Source: an optimization exercise on an open RTL-to-GDS flow (aim: small area and a short achievable clock period). Production flows keep margins and buffers that such runs may drop.
The RTL was checked by simulation tests, not by an equivalence proof against the original design.

### config.mk
export PLATFORM = sky130hd
export DESIGN_NAME = conv_filter
export DESIGN_NICKNAME = conv_filter
export VERILOG_FILES = /design/flow/design.v
export SDC_FILE = /design/flow/constraint.sdc
export NUM_CORES = 4
export LEC_CHECK = 0
export CAP_MARGIN = 20
export CORE_MARGIN = 2
export CORE_UTILIZATION = 40
export SLEW_MARGIN = 20
### constraint.sdc
create_clock -name core_clock -period 85.0 [get_ports {clk}]
set_input_delay 17.0000 -clock core_clock [delete_from_list [all_inputs] [get_ports {clk}]]
set_output_delay 17.0000 -clock core_clock [all_outputs]
set_load 0.01 [all_outputs]
### design.v
module kernel_lut(kernel, divisor, select);
	output reg [49 * 8 - 1:0] kernel;	 
	output reg [7:0] divisor;			 
	input [3:0] select;				 
	always @(*) begin
		case (select)
			0: begin   
					kernel = {	{8'h00, 8'h00, 8'h00, 8'h00, 8'h00, 8'h00, 8'h00},
								{8'h00, 8'h00, 8'h00, 8'h00, 8'h00, 8'h00, 8'h00},
								{8'h00, 8'h00, 8'h00, 8'h00, 8'h00, 8'h00, 8'h00},
								{8'h00, 8'h00, 8'h00, 8'h01, 8'h00, 8'h00, 8'h00},
								{8'h00, 8'h00, 8'h00, 8'h00, 8'h00, 8'h00, 8'h00},
								{8'h00, 8'h00, 8'h00, 8'h00, 8'h00, 8'h00, 8'h00},
								{8'h00, 8'h00, 8'h00, 8'h00, 8'h00, 8'h00, 8'h00}};
					divisor = 1;
				end
			1: begin   
					kernel = {	{8'h00, 8'h00, 8'h00, 8'h00, 8'h00, 8'h00, 8'h00},
								{8'h00, 8'h00, 8'h00, 8'h00, 8'h00, 8'h00, 8'h00},
								{8'h00, 8'h00, 8'h01, 8'h01, 8'h01, 8'h00, 8'h00},
								{8'h00, 8'h00, 8'h01, 8'h01, 8'h01, 8'h00, 8'h00},
								{8'h00, 8'h00, 8'h01, 8'h01, 8'h01, 8'h00, 8'h00},
								{8'h00, 8'h00, 8'h00, 8'h00, 8'h00, 8'h00, 8'h00},
								{8'h00, 8'h00, 8'h00, 8'h00, 8'h00, 8'h00, 8'h00}};
					divisor = 9;
				end
			2: begin   
					kernel = {{8'h00, 8'h00, 8'h00, 8'h00, 8'h00, 8'h00, 8'h00},
								{8'h00, 8'h01, 8'h01, 8'h01, 8'h01, 8'h01, 8'h00},
								{8'h00, 8'h01, 8'h01, 8'h01, 8'h01, 8'h01, 8'h00},
								{8'h00, 8'h01, 8'h01, 8'h01, 8'h01, 8'h01, 8'h00},
								{8'h00, 8'h01, 8'h01, 8'h01, 8'h01, 8'h01, 8'h00},
								{8'h00, 8'h01, 8'h01, 8'h01, 8'h01, 8'h01, 8'h00},
								{8'h00, 8'h00, 8'h00, 8'h00, 8'h00, 8'h00, 8'h00}};
					divisor = 25;
				end
			3: begin   
					kernel = {	{8'h01, 8'h01, 8'h01, 8'h01, 8'h01, 8'h01, 8'h01},
								{8'h01, 8'h01, 8'h01, 8'h01, 8'h01, 8'h01, 8'h01},
								{8'h01, 8'h01, 8'h01, 8'h01, 8'h01, 8'h01, 8'h01},
								{8'h01, 8'h01, 8'h01, 8'h01, 8'h01, 8'h01, 8'h01},
								{8'h01, 8'h01, 8'h01, 8'h01, 8'h01, 8'h01, 8'h01},
								{8'h01, 8'h01, 8'h01, 8'h01, 8'h01, 8'h01, 8'h01},
								{8'h01, 8'h01, 8'h01, 8'h01, 8'h01, 8'h01, 8'h01}};
					divisor = 49;
				end
			4: begin   
					kernel = {	{8'h00, 8'h00, 8'h00, 8'h00, 8'h00, 8'h00, 8'h00},
								{8'h00, 8'h00, 8'h00, 8'h00, 8'h00, 8'h00, 8'h00},
								{8'h00, 8'h00, 8'h01, 8'h02, 8'h01, 8'h00, 8'h00},
								{8'h00, 8'h00, 8'h02, 8'h04, 8'h02, 8'h00, 8'h00},
								{8'h00, 8'h00, 8'h01, 8'h02, 8'h01, 8'h00, 8'h00},
								{8'h00, 8'h00, 8'h00, 8'h00, 8'h00, 8'h00, 8'h00},
								{8'h00, 8'h00, 8'h00, 8'h00, 8'h00, 8'h00, 8'h00}};
					divisor = 16;
				end
			5: begin   
					kernel = {	{8'h00, 8'h00, 8'h00, 8'h00, 8'h00, 8'h00, 8'h00},
								{8'h00, 8'h01, 8'h04, 8'h06, 8'h04, 8'h01, 8'h00},
								{8'h00, 8'h04, 8'h10, 8'h18, 8'h10, 8'h04, 8'h00},
								{8'h00, 8'h06, 8'h18, 8'h23, 8'h18, 8'h06, 8'h00},
								{8'h00, 8'h04, 8'h10, 8'h18, 8'h10, 8'h04, 8'h00},
								{8'h00, 8'h01, 8'h04, 8'h06, 8'h04, 8'h01, 8'h00},
								{8'h00, 8'h00, 8'h00, 8'h00, 8'h00, 8'h00, 8'h00}};
					divisor = 255;
				end
			6: begin   
					kernel = {	{8'h01, 8'h01, 8'h02, 8'h02, 8'h02, 8'h01, 8'h01},
								{8'h01, 8'h03, 8'h04, 8'h05, 8'h04, 8'h03, 8'h01},
								{8'h02, 8'h04, 8'h07, 8'h08, 8'h07, 8'h04, 8'h02},
								{8'h02, 8'h05, 8'h08, 8'h0A, 8'h08, 8'h05, 8'h02},
								{8'h02, 8'h04, 8'h07, 8'h08, 8'h07, 8'h04, 8'h02},
								{8'h01, 8'h03, 8'h04, 8'h05, 8'h04, 8'h03, 8'h01},
								{8'h01, 8'h01, 8'h02, 8'h02, 8'h02, 8'h01, 8'h01}};
					divisor = 176;
				end
			7: begin   
					kernel = {	{8'h00, 8'h00, 8'h00, 8'h00, 8'h00, 8'h00, 8'h00},
								{8'h00, 8'h00, 8'h00, 8'h00, 8'h00, 8'h00, 8'h00},
								{8'h00, 8'h00, 8'hFF, 8'h00, 8'h01, 8'h00, 8'h00},
								{8'h00, 8'h00, 8'hFE, 8'h00, 8'h02, 8'h00, 8'h00},
								{8'h00, 8'h00, 8'hFF, 8'h00, 8'h01, 8'h00, 8'h00},
								{8'h00, 8'h00, 8'h00, 8'h00, 8'h00, 8'h00, 8'h00},
								{8'h00, 8'h00, 8'h00, 8'h00, 8'h00, 8'h00, 8'h00}};
					divisor = 1;
				end
			8: begin   
					kernel = {	{8'h00, 8'h00, 8'h00, 8'h00, 8'h00, 8'h00, 8'h00},
								{8'h00, 8'h00, 8'h00, 8'h00, 8'h00, 8'h00, 8'h00},
								{8'h00, 8'h00, 8'h01, 8'h02, 8'h01, 8'h00, 8'h00},
								{8'h00, 8'h00, 8'h00, 8'h00, 8'h00, 8'h00, 8'h00},
								{8'h00, 8'h00, 8'hFF, 8'hFE, 8'hFF, 8'h00, 8'h00},
								{8'h00, 8'h00, 8'h00, 8'h00, 8'h00, 8'h00, 8'h00},
								{8'h00, 8'h00, 8'h00, 8'h00, 8'h00, 8'h00, 8'h00}};
					divisor = 1;
				end
			9: begin   
					kernel = {	{8'h00, 8'h00, 8'h00, 8'h00, 8'h00, 8'h00, 8'h00},
								{8'h00, 8'h00, 8'h00, 8'h00, 8'h00, 8'h00, 8'h00},
								{8'h00, 8'h00, 8'hFF, 8'hFF, 8'hFF, 8'h00, 8'h00},
								{8'h00, 8'h00, 8'hFF, 8'h09, 8'hFF, 8'h00, 8'h00},
								{8'h00, 8'h00, 8'hFF, 8'hFF, 8'hFF, 8'h00, 8'h00},
								{8'h00, 8'h00, 8'h00, 8'h00, 8'h00, 8'h00, 8'h00},
								{8'h00, 8'h00, 8'h00, 8'h00, 8'h00, 8'h00, 8'h00}};
					divisor = 1;
				end
			default: begin
					kernel = 0;
					divisor = 1;
				end
		endcase
	end
endmodule
module conv(red_out, green_out, blue_out, reset_n, enable, red_in, green_in, blue_in, kernel, divisor);
    input reset_n, enable;
    input [391:0] red_in, green_in, blue_in;   
    input [391:0] kernel;                      
    input [7:0] divisor;
    output reg [7:0] red_out, green_out, blue_out;
    reg signed [17:0] result_red, result_green, result_blue;
    reg signed [17:0] quot_red, quot_green, quot_blue;
    wire signed [17:0] div_s = {10'b0, divisor};
    wire signed [16:0] prod_red [0:48];
    wire signed [16:0] prod_green [0:48];
    wire signed [16:0] prod_blue [0:48];
    genvar g;
    generate
      for (g = 0; g < 49; g = g + 1) begin : tap
        assign prod_red[g]   = $signed(kernel[8 * g +: 8]) * $signed({1'b0, red_in[8 * g +: 8]});
        assign prod_green[g] = $signed(kernel[8 * g +: 8]) * $signed({1'b0, green_in[8 * g +: 8]});
        assign prod_blue[g]  = $signed(kernel[8 * g +: 8]) * $signed({1'b0, blue_in[8 * g +: 8]});
      end
    endgenerate
    integer i;
    always @(*) begin
      result_red = 0;
      result_green = 0;
      result_blue = 0;
      if (reset_n == 1 && enable == 1) begin
        for (i = 0; i < 49; i = i + 1) begin
          result_red = result_red + prod_red[i];
          result_green = result_green + prod_green[i];
          result_blue = result_blue + prod_blue[i];
        end
      end
    end
    always @(*) begin
      quot_red = result_red / div_s;
      quot_green = result_green / div_s;
      quot_blue = result_blue / div_s;
      red_out = quot_red < 0 ? 8'd0 : (quot_red > 255 ? 8'd255 : quot_red[7:0]);
      green_out = quot_green < 0 ? 8'd0 : (quot_green > 255 ? 8'd255 : quot_green[7:0]);
      blue_out = quot_blue < 0 ? 8'd0 : (quot_blue > 255 ? 8'd255 : quot_blue[7:0]);
    end
endmodule
module conv_filter(
    input clk,
    input reset_n,
    input in_valid,
    input [3:0] select,
    input [391:0] red_in,
    input [391:0] green_in,
    input [391:0] blue_in,
    output reg out_valid,
    output reg [7:0] red_out,
    output reg [7:0] green_out,
    output reg [7:0] blue_out
    );
    wire [391:0] kernel;
    wire [7:0] divisor;
    wire [7:0] red_c, green_c, blue_c;
    kernel_lut lut(
        .kernel(kernel),
        .divisor(divisor),
        .select(select)
    );
    conv c0(
        .red_out(red_c),
        .green_out(green_c),
        .blue_out(blue_c),
        .reset_n(reset_n),
        .enable(in_valid),
        .red_in(red_in),
        .green_in(green_in),
        .blue_in(blue_in),
        .kernel(kernel),
        .divisor(divisor)
    );
    always @(posedge clk) begin
        if (!reset_n)
            out_valid <= 1'b0;
        else
            out_valid <= in_valid;
        red_out <= red_c;
        green_out <= green_c;
        blue_out <= blue_c;
    end
endmodule
### run.sh
#!/bin/bash
# synth_recipe.tcl (not shown) runs the flow's synth.tcl, then flattens the netlist and writes it again
# the make line also repeats each setting of config.mk as NAME=value (left out here)
make -C /OpenROAD-flow-scripts/flow DESIGN_CONFIG=/design/flow/config.mk WORK_HOME=/design/flow/orfs CLKGATE_MAP_FILE= SYNTH_SCRIPT=/design/flow/synth_recipe.tcl finish
==> flow_summary.toml <==
[place]
io_buffers = 1207
post-place-ws_ps = 5980
dp_hpwl_um = 594000
dp.cells = 24400
place_congestion = 1.03

[timing]
slew_headroom = 0.201
fin_setup_tns_ps = 0
slew_viol_final = 0
setup_slack_ps = 5900
finalCriticalPeriod_ps = 79100
whs_ps = 18070
fmax_mhz = 12.6
worstMarginPinSlew_ps = 1200
rsz0062_at_grt = "false"
setup_violations = 0
hold_viol = 0
min_period_over_period = 0.931

[cts]
numCtsBuffers = 3
tritoncts = "yes"
post_cts_buffers = 0
cts-resized-gates = 0
holdBufCountCts = 0
cts.clk_slew.worst_paths_ps = 70
clk_path_buf_depth = 2
h-tree-depth = 1
clockRootBuffer = "clkbuf_16"
cts_sinks = 25

[setup_path]
slowest_delay_ps = 950
required_ps = 85140
slowest_stage = "clkdlybuf4s50_1"
cp_max_fo = 48
path_class = "input port to flop"
crit_arrival_ps = 79240
crit_path_end_kind = "flop"
crit_path_frequent_cell = "o21a_1"
worst_setup_path_start_kind = "input port"

[global_route]
grt_pass1_vias = 133000
grt_max_degree = 102
grt_usage = 0.319
grt-ovfl-total = 0
grt_pass1_wl_um = 957000
antenna_found_initial = 298

[detailed_routing]
ant_nets = 0
wl_um = 667000
drt_pass1_iterations = 5
vias = 128000
drtIter0Drc = 11000
avgRoutedWirePerCell_um = 27.1
post_drt_via_cell_ratio = 5.19
drc = 0

[yosys]
synth_cell_types = 130
synth-seq-cells = 25
synthesis.nets = 26000
ys.flop_type = "dfxtp_1"
synth.mux.area_fraction = 0.00760
post_synth_inst_count = 18100
avgSynthCellArea_um2 = 9.14
synth_compound_area_frac = 0.0540
seq_area_frac_synth = 0.00302
synth_top_family_by_area = "adder cells"
ys_async_sr_fraction = 0
synthAdderAreaFrac = 0.655
syn-cell-area_um2 = 166000
synth.yosys.warnings = 3
synth-edff-count = 0
synth-simple-area-share = 0.143
synth_xor_area_frac = 0.0142

[floorplan]
start_util = 0.401
pin_count = 1208
fp-row-count = 236
die_h_um = 647
die_x_um = 647
core_area_um2 = 413000
die_area_um2 = 419000

[finish]
drive_above_1_share = 0.0220
syn2layout_area_growth_pct = 11.4
fin_nets = 26800
mostFrequentLayoutCells = "4878 x inv_1, 3366 x ha_1, 3306 x fa_1, 1277 x and3_1, 1206 x clkdlybuf4s50_1"
fin_cells = 24600
mostFrequentLayoutCell = "inv_1"

[run_status]
status = "no timing/DRC/antenna violations"

[job]
drv_cap = 0

[hold_path]
hp-class = "flop to output pin"
## final timing paths
| path | cells after the start | startpoint | to | slack [ps] |
|---|---|---|---|---|
| worst min-delay path | 1 | red_out[1] | red_out[1] | 18070 |
| worst max-delay path | 253 | select[3] | green_out[3] | 5900 |
## layout make-up
type                       instances  area [µm²]
fill                           40600      228000
multi-input combinational      12700      145000
inverter                        4890       18400
timing repair buffer            1356       13200
tap                             5474        6850
sequential                        25         500
antenna                          185         463
clock buffer                       3        75.1
clock inverter                     1        7.51
## registers in the layout, indices dropped and copies added, names as in the netlist
name,cells
blue_out,8
green_out,8
red_out,8
out_valid,1
## cell families after synthesis
logic type,Yosys count
adders and majority gates,6679
xor gates and xnor gates,260
muxes,114
AOI/OAI and AO/OA,1269
and+or+nand+nor,4333
buffers and inverters,5440
DFF,25
## metal layers
layer  share of wire  global-route usage  vias to the layer above
met1            0.44               0.442                    63800
met4           0.056               0.154                       98
li1                -                   -                    58100
met3           0.091              0.0784                      812
met2            0.42               0.463                     4714
met5         0.00094                   0                        -
## worst max-delay path, delay by kind of cell
kind                       cells  cell delay [ps]
muxes                          2              520
adders and majority gates     34            13040
and+or+nand+nor               63            13270
xor gates and xnor gates       1              650
AOI/OAI and AO/OA            126            28360
buffers and inverters         27             6100
## through the flow
step | utilization | area (µm²)
after floorplan | - | 166000
after global placement | 0.446 | 184000
after detailed placement | 0.446 | 184000
after CTS | 0.446 | 184000
after global routing | 0.447 | 184000
final | 0.447 | 184000
## cells in the mapped netlist, types with 13 or more instances
library cell,count,area (µm²)
a211o_1,13,114
a211oi_1,40,300
a21o_1,84,631
a21oi_1,223,1120
a31oi_1,38,238
and2_1,990,6190
and3_1,1277,7990
buf_1,18,67.6
buf_2,17,85.1
clkbuf_1,510,1910
dfxtp_1,25,500
fa_1,3306,66200
ha_1,3370,42200
inv_1,4882,18300
mux2_2,62,698
mux2i_1,46,460
nand2_1,803,3010
nand2b_1,109,682
nand3_1,71,355
nand4_1,33,206
nor2_1,530,1990
nor2b_1,72,450
nor3_1,250,1250
nor3b_1,15,113
o211ai_1,35,263
o21a_1,260,1950
o21ai_0,208,1040
o21ai_1,22,110
o22ai_1,13,81.3
o31a_1,18,158
o31ai_1,105,788
or2_2,50,313
or3_1,46,288
xnor2_1,181,1590
xor2_1,71,622

## re-timing with driven ports
The results above use ideal ports. As a check the final layout listed here was re-extracted and re-timed, cells and wires unchanged. Step 1 (the two cells are an assumption about what drives the block):
set clk [get_ports {clk}]
set_driving_cell -lib_cell sky130_fd_sc_hd__clkbuf_16 $clk
set_driving_cell -lib_cell sky130_fd_sc_hd__buf_2 [delete_from_list [all_inputs] $clk]
Step 2, shift: input delay + t, output delay - t, t = (earliest + latest rising clock arrival at the registers) / 2. This alone moves slack from input paths to output paths. Three values: no drivers, after step 1, after step 2; two values: the first two.
t (ns): 0.327
setup WS [ns]: 5.899 / 5.834 / 5.508
worst setup path after step 2: input to register
pins driven straight from the clock port: 1
After both steps setup and hold are still met in this run. For this run, drivers alone change the setup slack by -0.065 ns; drivers and shift together by -0.391 ns.
